This is an optimization exercise on Yosys and OpenROAD, whose aim is small area, not a production implementation. In this exercise RTL edits were held to simulation tests only and were not proved equivalent to the original. The clock input has no modelled driver; a real chip could not lean on it and would need a root buffer or a full tree. No activity file was given, so power comes from the tool's default toggle rates.

== 11-12 ==
Design LEDRGBCtrl, start of the top module:
module LEDRGBCtrl
(
    input   wire    CLK,
    input   wire    nRST,
    output  wire    [2:0]    LEDs
);
==> module LEDRGBCtrl, before the edit <==
module LEDRGBCtrl
(
    input   wire    CLK,
    input   wire    nRST,
    output  wire    [2:0]    LEDs
);
    localparam [1:0] R = 2'b00, S0 = 2'b01, S1 = 2'b11, S2 = 2'b10;
    reg [1:0]   s;
    reg [9:0]   M;
    reg [6:0]   nl;                  
    reg         n7;                  
    wire [7:0]  n = {n7, nl};
    reg [9:0]   T;
    wire        isR   = (s == R);
    wire        isS2  = (s == S2);
    wire        nz    = ~|n[6:0];
    wire        y     = ~n[7] & nz;                          
    wire        m_hi  = &M[9:4];
    wire        end1  = y & m_hi & M[1] & M[0];              
    wire        end2  = y & m_hi & M[2];                     
    wire        t_end = (&T[9:4]) & T[2];                    
    wire        n_fb  = ((n[7] ^ n[5] ^ n[4] ^ n[3] ^ nz) & ~(isS2 & end1)) | isR;
    always @(posedge CLK or negedge nRST) begin
        if (!nRST) begin
            s <= R;
            nl <= 7'd0;
        end else begin
            case (s)
                R:       s <= S0;
                S0:      s <= end1 ? S1 : S0;
                S1:      s <= end1 ? S2 : S1;
                default: s <= end2 ? S0 : S2;
            endcase
            nl <= {n[5:0], n_fb};
        end
    end
    always @(posedge CLK) begin
        n7 <= n[6];
        T <= (isR | t_end) ? 10'd12 : T + 1'b1;
        M <= (isR | end2 | (end1 & ~isS2)) ? 10'd12 : M + y;
    end
    PWM u_pwm
    (
        .s      (   s       ),
        .T      (   T       ),
        .M      (   M       ),
        .y      (   y       ),
        .p0     (   t_end   ),
        .OUT    (   LEDs    )
    );
endmodule
export LEC_CHECK = 0
export CAP_MARGIN = 20
export CORE_MARGIN = 2
export CORE_UTILIZATION = 40
export PLACE_DENSITY = 0.9
export SLEW_MARGIN = 20
create_clock -name core_clock -period 6.0 [get_ports {CLK}]
standard.sh (not shown) runs the stock make flow with config.mk's settings and CLKGATE_MAP_FILE= SYNTH_SCRIPT=/design/flow/synth_recipe.tcl, a recipe that flattens the netlist after the stock synthesis.
==> flow/flow/run.sh <==
#!/bin/bash
# Own layout flow: the standard synthesis, then its combinational logic
# re-mapped for area with ABC (registers kept as they are: same instances,
# names and cells), then the standard ORFS layout, with the ports buffered by
# the smallest buffer and the clock distributed by one level of clock buffers
# (clock_buffer.tcl) in place of the CTS step. Each tool's output goes to a
# log_*.log file in the folder the flow runs in.
set -euo pipefail
W=$(pwd)
F=$W/flow
R=$W/orfs/results/$FLOW_PLATFORM/LEDRGBCtrl/base
PLAT=$FLOW_HOME/platforms/$FLOW_PLATFORM
LIB=$PLAT/lib/sky130_fd_sc_hd__tt_025C_1v80.lib

# 1. standard synthesis
bash standard.sh synth > log_synth_standard.log 2>&1
cp "$R/1_2_yosys.v" std_1_2_yosys.v

# 2. re-map the combinational logic, keep the smallest result
DU=$(sed -n '/DONT_USE_CELLS/,/^$/p' "$PLAT/config.mk" | grep -oE 'sky130_fd_sc_hd__[A-Za-z0-9_]+' | sed 's/^/-dont_use /' | tr '\n' ' ')
best=""
besta=""
i=0
while IFS= read -r scr; do
  [[ -z "$scr" ]] && continue
  i=$((i+1))
  echo "$scr" | tr ';' '\n' > resyn_$i.abc
  cat > resyn_$i.ys <<EOS
read_liberty -ignore_miss_func $LIB
blackbox sky130_fd_sc_hd__df*
read_verilog std_1_2_yosys.v
hierarchy -top $FLOW_TOP
flatten
opt_clean
abc -script resyn_$i.abc -liberty $LIB $DU
opt_clean -purge
hilomap -singleton -hicell sky130_fd_sc_hd__conb_1 HI -locell sky130_fd_sc_hd__conb_1 LO
insbuf -buf sky130_fd_sc_hd__buf_4 A X
splitnets
opt_clean -purge
rename -hide w:*.*
write_verilog -noattr -noexpr -nohex -nodec resyn_$i.v
design -reset
read_liberty -lib $LIB
read_verilog resyn_$i.v
hierarchy -check -top $FLOW_TOP
check -assert -mapped
stat -liberty $LIB
EOS
  if yosys -s resyn_$i.ys > log_resyn_$i.log 2>&1 < /dev/null; then
    a=$(grep "Chip area" log_resyn_$i.log | tail -1 | awk '{print $NF}')
    echo "script $i area $a: $scr"
    if [[ -z "$besta" ]] || awk -v a="$a" -v b="$besta" 'BEGIN{exit !(a<b)}'; then
      best=$i; besta=$a
    fi
  else
    echo "script $i failed: $scr"
  fi
done < "$F/abc_scripts.txt"
echo "best script $best area $besta"
if [[ -n "$best" ]]; then
  cp resyn_$best.v "$R/1_2_yosys.v"
else
  cp std_1_2_yosys.v "$R/1_2_yosys.v"
fi
rm -f "$R/1_synth.odb" "$R/1_synth.sdc"
bash standard.sh synth > log_synth_odb.log 2>&1

# 3. placement (ports buffered with the smallest buffer)
PORTS="BUFFER_PORTS_ARGS=-buffer_cell sky130_fd_sc_hd__buf_1"
bash standard.sh "$PORTS" place > log_place.log 2>&1

# 4. clock: a few clock buffers fed by the clock port in place of the CTS
# step's tree; the smallest set whose clock-pin slew stays under the target
bestc=""
bestca=""
while read -r k cell area; do
  [[ -z "$k" ]] && continue
  d=$W/clock_${k}_$cell
  rm -rf "$d"; mkdir -p "$d"
  cp "$R/3_place.odb" "$R/3_place.sdc" "$d/"
  if RESULTS=$d CLOCK_BUF=sky130_fd_sc_hd__$cell CLOCK_GROUPS=$k CLOCK_PORT=CLK \
      openroad -no_init -exit "$F/clock_buffer.tcl" > "log_clock_${k}_$cell.log" 2>&1 < /dev/null; then
    slew=$(grep CLOCK_PIN_SLEW_PS "log_clock_${k}_$cell.log" | awk '{print $2}')
    tot=$(awk -v k="$k" -v a="$area" 'BEGIN{print k*a}')
    echo "clock $k x $cell: area $tot, slew $slew ps"
    if awk -v s="$slew" 'BEGIN{exit !(s<=117)}'; then
      if [[ -z "$bestca" ]] || awk -v a="$tot" -v b="$bestca" 'BEGIN{exit !(a<b)}'; then
        bestc=$d; bestca=$tot
      fi
    fi
  fi
done < "$F/clock_options.txt"
if [[ -z "$bestc" ]]; then
  # none under the target: the option with the smallest slew
  bests=""
  for lg in log_clock_*.log; do
    sl=$(grep CLOCK_PIN_SLEW_PS "$lg" | awk '{print $2}')
    [[ -z "$sl" ]] && continue
    if [[ -z "$bests" ]] || awk -v a="$sl" -v b="$bests" 'BEGIN{exit !(a<b)}'; then
      bests=$sl; bestc=$W/$(basename "$lg" .log | sed 's/^log_//')
    fi
  done
fi
echo "clock choice $bestc"
cp "$bestc/4_1_cts.odb" "$bestc/4_cts.sdc" "$R/"

# 5. routing and the final layout
bash standard.sh "$PORTS" finish > log_layout.log 2>&1
Other scripts of this flow, unchanged in this note and not shown: flow/flow/abc_scripts.txt, flow/flow/clock_buffer.tcl, flow/flow/clock_options.txt
### 11-12 -> 10-14
--- a/flow/design.v
+++ b/flow/design.v
@@ -50,11 +50,11 @@
     wire        y     = ~n[7] & nz;                          
     wire        m_hi  = &M[9:4];
     wire        end1  = y & m_hi & M[1] & M[0];              
     wire        end2  = y & m_hi & M[2];                     
     wire        t_end = (&T[9:4]) & T[2];                    
-    wire        n_fb  = ((n[7] ^ n[5] ^ n[4] ^ n[3] ^ nz) & ~(isS2 & end1)) | isR;
+    wire        n_fb  = ((n[7] ^ (n[2] | n[3]) ^ nz) & ~(isS2 & end1)) | isR;
     always @(posedge CLK or negedge nRST) begin
         if (!nRST) begin
             s <= R;
             nl <= 7'd0;
         end else begin
==> comparison <==
Changes observed in 10-14 relative to 11-12: part of the power in the clock network barely changed; clock network power climbed about 0.5%; via count of the routed design dropped about 4%.
10-14 ended up with dfxtp_1 as its most common library cell in the layout ignoring fill and taps; 11-12 ended up with nor2_1.
Against 11-12, total cell area at the placement stage in 10-14 fell slightly.
Effective utilization at floorplan on 10-14 is down relative to 11-12.
On power, 11-12 and 10-14 are neck and neck.
Taking 11-12 as the reference, in 10-14 routability-driven placement congestion ratio up 0.30%, routed wire length per instance went up, hold slack has increased, maximum operating frequency now smaller, cell count after placement -4.8%.
No run of this note takes its clock network from TritonCTS; it comes from the design's own scripts or RTL.

## separate check: timing with driven ports
No port has a modelled driver above. Below, the same layouts with a new extraction and two added sets of constraints.
Step 1 sets driving cells, clkbuf_16 on the clock port and buf_2 on the other inputs (assumed; they add their load-dependent delay and slew).
Step 2, shift: input delay + t, output delay - t, t = (earliest + latest rising clock arrival at the registers) / 2. This alone moves slack from input paths to output paths.
Three values: no drivers, after step 1, after step 2; two values: the first two.
| run | shift t [ns] | slack for setup (ns) | worst setup path after step 2 |
|---|---|---|---|
| 11-12 | 0.169 | 2.042 / 2.011 / 2.181 | register to output |
| 10-14 | 0.171 | 1.592 / 1.560 / 1.731 | register to output |
After both steps setup and hold are still met in every run listed.
